From an optimization exercise on the open Yosys and OpenROAD flow, aimed at a short achievable clock period and few clock cycles; shortcuts taken in it are not production practice.
Where RTL was checked, it was by simulation tests only, not by an equivalence proof against the original.

==> trial 92: inputs <==
// TopLevel
module TopLevel(
  input        CLK,
  input        reset,
  input        start,
  output       halt,
  output [7:0] mem_addr,
  output       mem_re,
  output       mem_we,
  output [7:0] mem_wdata,
  input  [7:0] mem_rdata
);
  localparam logic [3:0] K_NONE = 4'd0, K_RLO = 4'd1, K_RHI = 4'd2,
                         K_WLO = 4'd3, K_WHI = 4'd4, K_RPAT = 4'd5,
                         K_RSTR = 4'd6, K_W193 = 4'd7, K_W192 = 4'd8,
                         K_W194 = 4'd9;
  function automatic logic [15:0] encode(input logic [10:0] d);
    logic p1, p2, p4, p8, p16;
    p8  = ^d[10:4];
    p4  = (^d[10:7]) ^ (^d[3:1]);
    p2  = d[10]^d[9]^d[6]^d[5]^d[3]^d[2]^d[0];
    p1  = d[10]^d[8]^d[6]^d[4]^d[3]^d[1]^d[0];
    p16 = ^d ^ p8 ^ p4 ^ p2 ^ p1;
    encode = {d[10:4], p8, d[3:1], p4, d[0], p2, p1, p16};
  endfunction
  function automatic logic [15:0] decode(input logic [15:0] c);
    logic [3:0]  s;
    logic        par, dbl;
    logic [15:0] e;
    logic [10:0] d;
    s = '0;
    for (int k = 1; k < 16; k++)
      if (c[k]) s = s ^ 4'(k);
    par = ^c;
    e = par ? (16'h1 << s) : 16'h0;
    e = c ^ e;
    d = {e[15:9], e[7:5], e[3]};
    dbl = !par && (s != 4'd0);
    if (dbl) begin
      if (s == 4'd11) d = d ^ 11'h030;
      if (s == 4'd13) d = d ^ 11'h090;
      if (s == 4'd14) d = d ^ 11'h0a0;
    end
    decode = {dbl, 4'b0, d};
  endfunction
  function automatic logic [3:0] in_hits(input logic [7:0] b, input logic [4:0] pt);
    logic [3:0] h;
    for (int o = 0; o < 4; o++)
      h[o] = (b[7-o -: 5] == pt);
    in_hits = h;
  endfunction
  ...
export LEC_CHECK = 0
export ABC_CLOCK_PERIOD_IN_PS = 2000
export CAP_MARGIN = 40
export CORE_MARGIN = 2
export CORE_UTILIZATION = 25
export SETUP_SLACK_MARGIN = 5
export SLEW_MARGIN = 40
export SYNTH_MEMORY_MAX_BITS = 16384
create_clock -name core_clock -period 10.0 [get_ports {CLK}]
standard.sh (not shown) runs the stock make flow with config.mk's settings and CLKGATE_MAP_FILE= SYNTH_SCRIPT=/design/flow/synth_recipe.tcl, a recipe that flattens the netlist after the stock synthesis.
==> flow/flow/run.sh <==
#!/bin/bash
# Standard ORFS layout, with timing repair aimed well below the 10 ns
# constraint (the clock period and I/O constraints are unchanged) and port
# buffers that are plain buffers. Each tool's output goes to its own log.
set -euo pipefail
bash standard.sh \
  SETUP_SLACK_MARGIN=7.3 \
  MATCH_CELL_FOOTPRINT=0 \
  "BUFFER_PORTS_ARGS=-buffer_cell sky130_fd_sc_hd__buf_4" \
  finish > make_finish.log 2>&1
==> build 43: changes against trial 92 <==
--- a/flow/design.v
+++ b/flow/design.v
@@ -68,17 +68,17 @@
   logic       nx_re, nx_we, nx_lst;
   logic [7:0] nx_addr;
   logic [3:0] nx_kind;
   logic [5:0] a_step;
   logic [7:0]  lo_r;            
   logic [15:0] raw_r;           
   logic [15:0] proc_r;          
   logic [4:0]  pat_r;           
-  logic [7:0]  cur_r;           
+  logic [7:0]  cur_r, prev_r;   
   logic        vld_r, first_r, pk_pat;
   logic [7:0]  c1_r;            
   logic [5:0]  c2_r;            
   logic [6:0]  cx_r;            
   wire [1:0]  prog_n = (prog_r == 2'd0) ? 2'd1 : 2'd2;
   logic       t_re, t_we, t_lst;
   logic [7:0] t_addr;
   logic [3:0] t_kind;
@@ -106,98 +106,91 @@
       case (ot[1:0])
         2'd0: begin t_re = 1'b1; t_addr = ib + {oi[6:0], 1'b0};        t_kind = K_RLO; end
         2'd1: begin t_re = 1'b1; t_addr = ib + {oi[6:0], 1'b0} + 8'd1; t_kind = K_RHI; end
         2'd2: begin t_we = 1'b1; t_addr = ob + {oi[6:0], 1'b0} - 8'd2; t_kind = K_WLO; end
         default: begin t_we = 1'b1; t_addr = ob + {oi[6:0], 1'b0} - 8'd1; t_kind = K_WHI; end
       endcase
     end
   end
-  wire [3:0]  hit_in = in_hits(mem_rdata, pat_r);
-  wire [3:0]  hit_x  = cross_hits(cur_r, mem_rdata, pat_r);
-  wire        hit_any = |hit_in;
-  logic [3:0] hin_r, hx_r;
-  logic       hany_r;           
-  logic [5:0] c2p1_r, c2p2_r;   
-  wire [7:0]  c1_n  = c1_r + (vld_r ? {5'b0, cnt4(hin_r)} : 8'd0);
-  wire [6:0]  cx_n  = cx_r + ((vld_r && !first_r) ? {4'b0, cnt4(hx_r)} : 7'd0);
-  logic [1:0] ip;
-  always_comb begin
-    if (reset)                    ip = 2'd0;
-    else if (halt_r || !last_r)   ip = prog_r;
-    else                          ip = prog_n;
-  end
-  wire [7:0] ip_addr  = (ip == 2'd0) ? 8'd0  : (ip == 2'd1) ? 8'd64 : 8'd160;
-  wire [3:0] ip_kind  = (ip == 2'd2) ? K_RPAT : K_RLO;
-  wire [7:0] ip_naddr = (ip == 2'd0) ? 8'd1  : (ip == 2'd1) ? 8'd65 : 8'd128;
-  wire [3:0] ip_nkind = (ip == 2'd2) ? K_RSTR : K_RHI;
-  wire go   = !reset && (halt_r ? start : !last_r);    
+  wire [3:0]  hin   = in_hits(cur_r, pat_r);
+  wire [3:0]  hx    = first_r ? 4'b0 : cross_hits(prev_r, cur_r, pat_r);
+  wire [7:0]  c1_n  = c1_r + (vld_r ? {5'b0, cnt4(hin)} : 8'd0);
+  wire [5:0]  c2_n  = c2_r + (vld_r ? {5'b0, |hin} : 6'd0);
+  wire [6:0]  cx_n  = cx_r + (vld_r ? {4'b0, cnt4(hx)} : 7'd0);
+  wire        hit_rd = |in_hits(mem_rdata, pat_r);
+  wire [7:0]  w193_0 = {2'b0, c2_n};
+  wire [7:0]  w193_1 = {2'b0, c2_n} + 8'd1;
   logic [7:0] wdata_n;
   always_comb begin
     case (nx_kind)
       K_WLO:   wdata_n = proc_r[7:0];
       K_WHI:   wdata_n = proc_r[15:8];
-      K_W193:  wdata_n = {2'b0, hit_any ? (hany_r ? c2p2_r : c2p1_r)
-                                        : (hany_r ? c2p1_r : c2_r)};
+      K_W193:  wdata_n = hit_rd ? w193_1 : w193_0;
       K_W192:  wdata_n = c1_n;
       K_W194:  wdata_n = c1_r + {1'b0, cx_r};
       default: wdata_n = 8'h00;
     endcase
   end
+  wire adv = halt_r ? start : !last_r;       
   always_ff @(posedge CLK) begin
-    halt_r  <= reset || (halt_r ? !start : last_r);
-    prog_r  <= reset ? 2'd0 : ip;
-    if (go) begin
+    if (reset || (!halt_r && last_r)) begin
+      halt_r  <= 1'b1;
+      last_r  <= 1'b0;
+      a_step  <= 6'd2;
+      re_r    <= 1'b1;
+      we_r    <= 1'b0;
+      nx_re   <= 1'b1;
+      nx_we   <= 1'b0;
+      nx_lst  <= 1'b0;
+      if (reset || prog_r == 2'd2) begin      
+        prog_r  <= reset ? 2'd0 : 2'd2;
+        addr_r  <= reset ? 8'd0 : 8'd160;
+        kind_r  <= reset ? K_RLO : K_RPAT;
+        nx_addr <= reset ? 8'd1 : 8'd128;
+        nx_kind <= reset ? K_RHI : K_RSTR;
+      end else begin
+        prog_r  <= prog_n;
+        addr_r  <= (prog_r == 2'd0) ? 8'd64 : 8'd160;
+        kind_r  <= (prog_r == 2'd0) ? K_RLO : K_RPAT;
+        nx_addr <= (prog_r == 2'd0) ? 8'd65 : 8'd128;
+        nx_kind <= (prog_r == 2'd0) ? K_RHI : K_RSTR;
+      end
+    end else if (adv) begin
+      halt_r  <= 1'b0;
       re_r    <= nx_re;
       we_r    <= nx_we;
       addr_r  <= nx_addr;
       kind_r  <= nx_kind;
       last_r  <= nx_lst;
       nx_re   <= t_re;
       nx_we   <= t_we;
       nx_addr <= t_addr;
       nx_kind <= t_kind;
       nx_lst  <= t_lst;
       a_step  <= a_step + 6'd1;
-    end else begin
-      re_r    <= 1'b1;
-      we_r    <= 1'b0;
-      addr_r  <= ip_addr;
-      kind_r  <= ip_kind;
-      last_r  <= 1'b0;
-      nx_re   <= 1'b1;
-      nx_we   <= 1'b0;
-      nx_addr <= ip_naddr;
-      nx_kind <= ip_nkind;
-      nx_lst  <= 1'b0;
-      a_step  <= 6'd2;
     end
   end
   always_ff @(posedge CLK) begin
     wdata_r <= wdata_n;
     if (kind_r == K_RLO)  lo_r  <= mem_rdata;
     if (kind_r == K_RHI)  raw_r <= {mem_rdata, lo_r};
     proc_r <= (prog_r == 2'd0) ? encode(raw_r[10:0]) : decode(raw_r);
     if (kind_r == K_RPAT) pat_r <= mem_rdata[4:0];
     if (kind_r == K_RSTR) begin
-      cur_r <= mem_rdata;
-      hin_r <= hit_in;
-      hx_r  <= hit_x;
-      hany_r <= hit_any;
+      cur_r  <= mem_rdata;
+      prev_r <= cur_r;
     end
     pk_pat  <= (kind_r == K_RPAT);
     vld_r   <= (kind_r == K_RSTR);
     first_r <= (kind_r == K_RSTR) && pk_pat;
     if (kind_r == K_RPAT) begin
-      c1_r <= '0; c2_r <= '0; c2p1_r <= 6'd1; c2p2_r <= 6'd2; cx_r <= '0;
+      c1_r <= '0; c2_r <= '0; cx_r <= '0;
     end else begin
-      c1_r <= c1_n; cx_r <= cx_n;
-      if (vld_r && hany_r) begin
-        c2_r <= c2p1_r; c2p1_r <= c2p2_r; c2p2_r <= c2p2_r + 6'd1;
-      end
+      c1_r <= c1_n; c2_r <= c2_n; cx_r <= cx_n;
     end
   end
   assign halt      = halt_r;
   assign mem_addr  = addr_r;
   assign mem_re    = re_r;
   assign mem_we    = we_r;
   assign mem_wdata = wdata_r;
 endmodule
==> build 58: changes against trial 92 <==
--- a/flow/design.v
+++ b/flow/design.v
@@ -68,17 +68,17 @@
   logic       nx_re, nx_we, nx_lst;
   logic [7:0] nx_addr;
   logic [3:0] nx_kind;
   logic [5:0] a_step;
   logic [7:0]  lo_r;            
   logic [15:0] raw_r;           
   logic [15:0] proc_r;          
   logic [4:0]  pat_r;           
-  logic [7:0]  cur_r;           
+  logic [7:0]  cur_r, prev_r;   
   logic        vld_r, first_r, pk_pat;
   logic [7:0]  c1_r;            
   logic [5:0]  c2_r;            
   logic [6:0]  cx_r;            
   wire [1:0]  prog_n = (prog_r == 2'd0) ? 2'd1 : 2'd2;
   logic       t_re, t_we, t_lst;
   logic [7:0] t_addr;
   logic [3:0] t_kind;
@@ -106,98 +106,91 @@
       case (ot[1:0])
         2'd0: begin t_re = 1'b1; t_addr = ib + {oi[6:0], 1'b0};        t_kind = K_RLO; end
         2'd1: begin t_re = 1'b1; t_addr = ib + {oi[6:0], 1'b0} + 8'd1; t_kind = K_RHI; end
         2'd2: begin t_we = 1'b1; t_addr = ob + {oi[6:0], 1'b0} - 8'd2; t_kind = K_WLO; end
         default: begin t_we = 1'b1; t_addr = ob + {oi[6:0], 1'b0} - 8'd1; t_kind = K_WHI; end
       endcase
     end
   end
-  wire [3:0]  hit_in = in_hits(mem_rdata, pat_r);
-  wire [3:0]  hit_x  = cross_hits(cur_r, mem_rdata, pat_r);
-  wire        hit_any = |hit_in;
-  logic [3:0] hin_r, hx_r;
-  logic       hany_r;           
-  logic [5:0] c2p1_r, c2p2_r;   
-  wire [7:0]  c1_n  = c1_r + (vld_r ? {5'b0, cnt4(hin_r)} : 8'd0);
-  wire [6:0]  cx_n  = cx_r + ((vld_r && !first_r) ? {4'b0, cnt4(hx_r)} : 7'd0);
-  logic [1:0] ip;
-  always_comb begin
-    if (reset)                    ip = 2'd0;
-    else if (halt_r || !last_r)   ip = prog_r;
-    else                          ip = prog_n;
-  end
-  wire [7:0] ip_addr  = (ip == 2'd0) ? 8'd0  : (ip == 2'd1) ? 8'd64 : 8'd160;
-  wire [3:0] ip_kind  = (ip == 2'd2) ? K_RPAT : K_RLO;
-  wire [7:0] ip_naddr = (ip == 2'd0) ? 8'd1  : (ip == 2'd1) ? 8'd65 : 8'd128;
-  wire [3:0] ip_nkind = (ip == 2'd2) ? K_RSTR : K_RHI;
-  wire go   = !reset && (halt_r ? start : !last_r);    
+  wire [3:0]  hin   = in_hits(cur_r, pat_r);
+  wire [3:0]  hx    = first_r ? 4'b0 : cross_hits(prev_r, cur_r, pat_r);
+  wire [7:0]  c1_n  = c1_r + (vld_r ? {5'b0, cnt4(hin)} : 8'd0);
+  wire [5:0]  c2_n  = c2_r + (vld_r ? {5'b0, |hin} : 6'd0);
+  wire [6:0]  cx_n  = cx_r + (vld_r ? {4'b0, cnt4(hx)} : 7'd0);
+  wire        hit_rd = |in_hits(mem_rdata, pat_r);
+  wire [7:0]  w193_0 = {2'b0, c2_n};
+  wire [7:0]  w193_1 = {2'b0, c2_n} + 8'd1;
   logic [7:0] wdata_n;
   always_comb begin
     case (nx_kind)
       K_WLO:   wdata_n = proc_r[7:0];
       K_WHI:   wdata_n = proc_r[15:8];
-      K_W193:  wdata_n = {2'b0, hit_any ? (hany_r ? c2p2_r : c2p1_r)
-                                        : (hany_r ? c2p1_r : c2_r)};
+      K_W193:  wdata_n = hit_rd ? w193_1 : w193_0;
       K_W192:  wdata_n = c1_n;
       K_W194:  wdata_n = c1_r + {1'b0, cx_r};
       default: wdata_n = 8'h00;
     endcase
   end
+  wire adv = halt_r ? start : !last_r;       
   always_ff @(posedge CLK) begin
-    halt_r  <= reset || (halt_r ? !start : last_r);
-    prog_r  <= reset ? 2'd0 : ip;
-    if (go) begin
+    if (reset || (!halt_r && last_r)) begin
+      halt_r  <= 1'b1;
+      last_r  <= 1'b0;
+      a_step  <= 6'd2;
+      re_r    <= 1'b1;
+      we_r    <= 1'b0;
+      nx_re   <= 1'b1;
+      nx_we   <= 1'b0;
+      nx_lst  <= 1'b0;
+      if (reset || prog_r == 2'd2) begin      
+        prog_r  <= reset ? 2'd0 : 2'd2;
+        addr_r  <= reset ? 8'd0 : 8'd160;
+        kind_r  <= reset ? K_RLO : K_RPAT;
+        nx_addr <= reset ? 8'd1 : 8'd128;
+        nx_kind <= reset ? K_RHI : K_RSTR;
+      end else begin
+        prog_r  <= prog_n;
+        addr_r  <= (prog_r == 2'd0) ? 8'd64 : 8'd160;
+        kind_r  <= (prog_r == 2'd0) ? K_RLO : K_RPAT;
+        nx_addr <= (prog_r == 2'd0) ? 8'd65 : 8'd128;
+        nx_kind <= (prog_r == 2'd0) ? K_RHI : K_RSTR;
+      end
+    end else if (adv) begin
+      halt_r  <= 1'b0;
       re_r    <= nx_re;
       we_r    <= nx_we;
       addr_r  <= nx_addr;
       kind_r  <= nx_kind;
       last_r  <= nx_lst;
       nx_re   <= t_re;
       nx_we   <= t_we;
       nx_addr <= t_addr;
       nx_kind <= t_kind;
       nx_lst  <= t_lst;
       a_step  <= a_step + 6'd1;
-    end else begin
-      re_r    <= 1'b1;
-      we_r    <= 1'b0;
-      addr_r  <= ip_addr;
-      kind_r  <= ip_kind;
-      last_r  <= 1'b0;
-      nx_re   <= 1'b1;
-      nx_we   <= 1'b0;
-      nx_addr <= ip_naddr;
-      nx_kind <= ip_nkind;
-      nx_lst  <= 1'b0;
-      a_step  <= 6'd2;
     end
   end
   always_ff @(posedge CLK) begin
     wdata_r <= wdata_n;
     if (kind_r == K_RLO)  lo_r  <= mem_rdata;
     if (kind_r == K_RHI)  raw_r <= {mem_rdata, lo_r};
     proc_r <= (prog_r == 2'd0) ? encode(raw_r[10:0]) : decode(raw_r);
     if (kind_r == K_RPAT) pat_r <= mem_rdata[4:0];
     if (kind_r == K_RSTR) begin
-      cur_r <= mem_rdata;
-      hin_r <= hit_in;
-      hx_r  <= hit_x;
-      hany_r <= hit_any;
+      cur_r  <= mem_rdata;
+      prev_r <= cur_r;
     end
     pk_pat  <= (kind_r == K_RPAT);
     vld_r   <= (kind_r == K_RSTR);
     first_r <= (kind_r == K_RSTR) && pk_pat;
     if (kind_r == K_RPAT) begin
-      c1_r <= '0; c2_r <= '0; c2p1_r <= 6'd1; c2p2_r <= 6'd2; cx_r <= '0;
+      c1_r <= '0; c2_r <= '0; cx_r <= '0;
     end else begin
-      c1_r <= c1_n; cx_r <= cx_n;
-      if (vld_r && hany_r) begin
-        c2_r <= c2p1_r; c2p1_r <= c2p2_r; c2p2_r <= c2p2_r + 6'd1;
-      end
+      c1_r <= c1_n; c2_r <= c2_n; cx_r <= cx_n;
     end
   end
   assign halt      = halt_r;
   assign mem_addr  = addr_r;
   assign mem_re    = re_r;
   assign mem_we    = we_r;
   assign mem_wdata = wdata_r;
 endmodule
==> flow/run.sh (new file) <==
#!/bin/bash
# synth_recipe.tcl (not shown) runs the flow's synth.tcl, then flattens the netlist and writes it again
# the make line also repeats each setting of config.mk as NAME=value (left out here)
make -C /OpenROAD-flow-scripts/flow DESIGN_CONFIG=/design/flow/config.mk WORK_HOME=/design/flow/orfs CLKGATE_MAP_FILE= SYNTH_SCRIPT=/design/flow/synth_recipe.tcl finish
removed: flow/flow/run.sh
removed: flow/standard.sh
==> trial 51: changes against trial 92 <==
--- a/flow/design.v
+++ b/flow/design.v
@@ -110,18 +110,17 @@
         default: begin t_we = 1'b1; t_addr = ob + {oi[6:0], 1'b0} - 8'd1; t_kind = K_WHI; end
       endcase
     end
   end
   wire [3:0]  hit_in = in_hits(mem_rdata, pat_r);
   wire [3:0]  hit_x  = cross_hits(cur_r, mem_rdata, pat_r);
   wire        hit_any = |hit_in;
   logic [3:0] hin_r, hx_r;
-  logic       hany_r;           
-  logic [5:0] c2p1_r, c2p2_r;   
+  logic [5:0] c2p1_r;           
   wire [7:0]  c1_n  = c1_r + (vld_r ? {5'b0, cnt4(hin_r)} : 8'd0);
   wire [6:0]  cx_n  = cx_r + ((vld_r && !first_r) ? {4'b0, cnt4(hx_r)} : 7'd0);
   logic [1:0] ip;
   always_comb begin
     if (reset)                    ip = 2'd0;
     else if (halt_r || !last_r)   ip = prog_r;
     else                          ip = prog_n;
   end
@@ -130,18 +129,17 @@
   wire [7:0] ip_naddr = (ip == 2'd0) ? 8'd1  : (ip == 2'd1) ? 8'd65 : 8'd128;
   wire [3:0] ip_nkind = (ip == 2'd2) ? K_RSTR : K_RHI;
   wire go   = !reset && (halt_r ? start : !last_r);    
   logic [7:0] wdata_n;
   always_comb begin
     case (nx_kind)
       K_WLO:   wdata_n = proc_r[7:0];
       K_WHI:   wdata_n = proc_r[15:8];
-      K_W193:  wdata_n = {2'b0, hit_any ? (hany_r ? c2p2_r : c2p1_r)
-                                        : (hany_r ? c2p1_r : c2_r)};
+      K_W193:  wdata_n = {2'b0, hit_any ? c2p1_r : c2_r};
       K_W192:  wdata_n = c1_n;
       K_W194:  wdata_n = c1_r + {1'b0, cx_r};
       default: wdata_n = 8'h00;
     endcase
   end
   always_ff @(posedge CLK) begin
     halt_r  <= reset || (halt_r ? !start : last_r);
     prog_r  <= reset ? 2'd0 : ip;
@@ -176,27 +174,26 @@
     if (kind_r == K_RLO)  lo_r  <= mem_rdata;
     if (kind_r == K_RHI)  raw_r <= {mem_rdata, lo_r};
     proc_r <= (prog_r == 2'd0) ? encode(raw_r[10:0]) : decode(raw_r);
     if (kind_r == K_RPAT) pat_r <= mem_rdata[4:0];
     if (kind_r == K_RSTR) begin
       cur_r <= mem_rdata;
       hin_r <= hit_in;
       hx_r  <= hit_x;
-      hany_r <= hit_any;
     end
     pk_pat  <= (kind_r == K_RPAT);
     vld_r   <= (kind_r == K_RSTR);
     first_r <= (kind_r == K_RSTR) && pk_pat;
     if (kind_r == K_RPAT) begin
-      c1_r <= '0; c2_r <= '0; c2p1_r <= 6'd1; c2p2_r <= 6'd2; cx_r <= '0;
+      c1_r <= '0; c2_r <= '0; c2p1_r <= 6'd1; cx_r <= '0;
     end else begin
       c1_r <= c1_n; cx_r <= cx_n;
-      if (vld_r && hany_r) begin
-        c2_r <= c2p1_r; c2p1_r <= c2p2_r; c2p2_r <= c2p2_r + 6'd1;
+      if (kind_r == K_RSTR && hit_any) begin
+        c2_r <= c2p1_r; c2p1_r <= c2p1_r + 6'd1;
       end
     end
   end
   assign halt      = halt_r;
   assign mem_addr  = addr_r;
   assign mem_re    = re_r;
   assign mem_we    = we_r;
   assign mem_wdata = wdata_r;
==> flow/config.mk (replaced) <==
export PLATFORM = sky130hd
export DESIGN_NAME = TopLevel
export DESIGN_NICKNAME = TopLevel
export VERILOG_FILES = /design/flow/design.v
export SDC_FILE = /design/flow/constraint.sdc
export NUM_CORES = 4
export LEC_CHECK = 0
export ABC_CLOCK_PERIOD_IN_PS = 2000
export CAP_MARGIN = 40
export CORE_MARGIN = 2
export CORE_UTILIZATION = 60
export CTS_CLUSTER_DIAMETER = 150
export CTS_CLUSTER_SIZE = 30
export SETUP_SLACK_MARGIN = 5
export SLEW_MARGIN = 40
export SYNTH_MEMORY_MAX_BITS = 16384
==> impl_metrics.env <==
export IMPL_outcome="complete, no violations"
export IMPL_p_switching_w=0.000371
export IMPL_layout_common_cells="dfxtp_1, nand2_1, nor2_1"
export IMPL_p_per_area_nw_per_um2=148
export IMPL_holdWs_ns=0.414
export IMPL_gp_congestion=0.833
export IMPL_multi_input_area_share_pct=47.1
export IMPL_clock_skew_ns=0.0111
export IMPL_power_frac_comb_pct=11.8
export IMPL_worstSetupStartpoint="mem_rdata[1]"
export IMPL_min_to="re_r"
export IMPL_cp_num_cells=9
export IMPL_die_y_um=177
# the run above: trial 92

==> impl_metrics.env <==
export IMPL_p_per_area_nw_per_um2=167
export IMPL_worstSetupStartpoint="pat_r[1]"
export IMPL_die_y_um=176
export IMPL_multi_input_area_share_pct=45.4
export IMPL_layout_common_cells="xnor2_1, edfxtp_1, buf_4"
export IMPL_cp_num_cells=17
export IMPL_holdWs_ns=0.420
export IMPL_min_to="raw_r[0]"
export IMPL_power_frac_comb_pct=19.0
export IMPL_outcome="complete, no violations"
export IMPL_p_switching_w=0.000455
# the run above: build 43

==> impl_metrics.env <==
export IMPL_outcome="complete, no violations"
export IMPL_p_per_area_nw_per_um2=148
export IMPL_slowest_stage="o41a_4"
export IMPL_holdWs_ns=0.412
export IMPL_clock_skew_ns=0.00723
export IMPL_layout_common_cells="dfxtp_1, nor2_1, xnor2_1"
export IMPL_worstSetupStartpoint="mem_rdata[4]"
export IMPL_min_to="re_r"
export IMPL_multi_input_area_share_pct=49.3
export IMPL_p_switching_w=0.000328
export IMPL_die_y_um=113
export IMPL_power_frac_comb_pct=12.0
# the run above: trial 51

==> impl_metrics.env <==
export IMPL_multi_input_area_share_pct=45.6
export IMPL_p_switching_w=0.000418
export IMPL_p_per_area_nw_per_um2=176
export IMPL_min_to="raw_r[1]"
export IMPL_hp_start="lo_r[1]"
export IMPL_power_frac_comb_pct=17.2
export IMPL_cp_num_cells=6
export IMPL_outcome="complete, no violations"
export IMPL_antenna_found_initial=0
export IMPL_die_y_um=176
export IMPL_gp_congestion=0.883
export IMPL_path_max_fanout=18
export IMPL_worstSetupStartpoint="reset"
export IMPL_numSequentialCells=128
export IMPL_holdWs_ns=0.414
# the run above: build 58

Testbench counts of trial 51, summed over its fixed seeds: cycles 5,024.
No functional check of the RTL was part of trial 92, build 43 and build 58.

what the ideal ports hide:
The flow's constraints put no driver on any port. The routed layouts listed below were extracted and timed again, unchanged, in two steps.
Step 1, drivers: a clkbuf_16 drives CLK and a buf_2 each remaining input, both assumed.
Step 2 moves the port delays by t, midway between the first and last clock arrival at a register: inputs arrive t later, outputs are due t later. That takes back most of the time a late clock gives input paths.
a / b / c = ideal / step 1 / step 2; a / b = the first two.
run	shift t [ns]	setup WS [ns]	hold slack, ns	latest minus earliest clock arrival (ns)	slew at the worst register clock pin (ns)
trial 92	0.465	6.908 / 6.903 / 6.439	0.414 / 0.414 / 0.414	0.013 / 0.013	0.07 / 0.07
build 43	0.456	6.448 / 6.448 / 6.448	0.420 / 0.420 / 0.420	0.018 / 0.017	0.07 / 0.07
build 58	0.458	5.706 / 5.715 / 5.257	0.414 / 0.414 / 0.414	0.007 / 0.007	0.06 / 0.06
trial 51	0.452	6.862 / 6.859 / 6.408	0.412 / 0.412 / 0.412	0.008 / 0.007	0.06 / 0.06
After both steps setup and hold are still met in every run listed. The setup slack of trial 92, which loses most, moves by -0.005 ns with the drivers and by -0.469 ns with both steps.
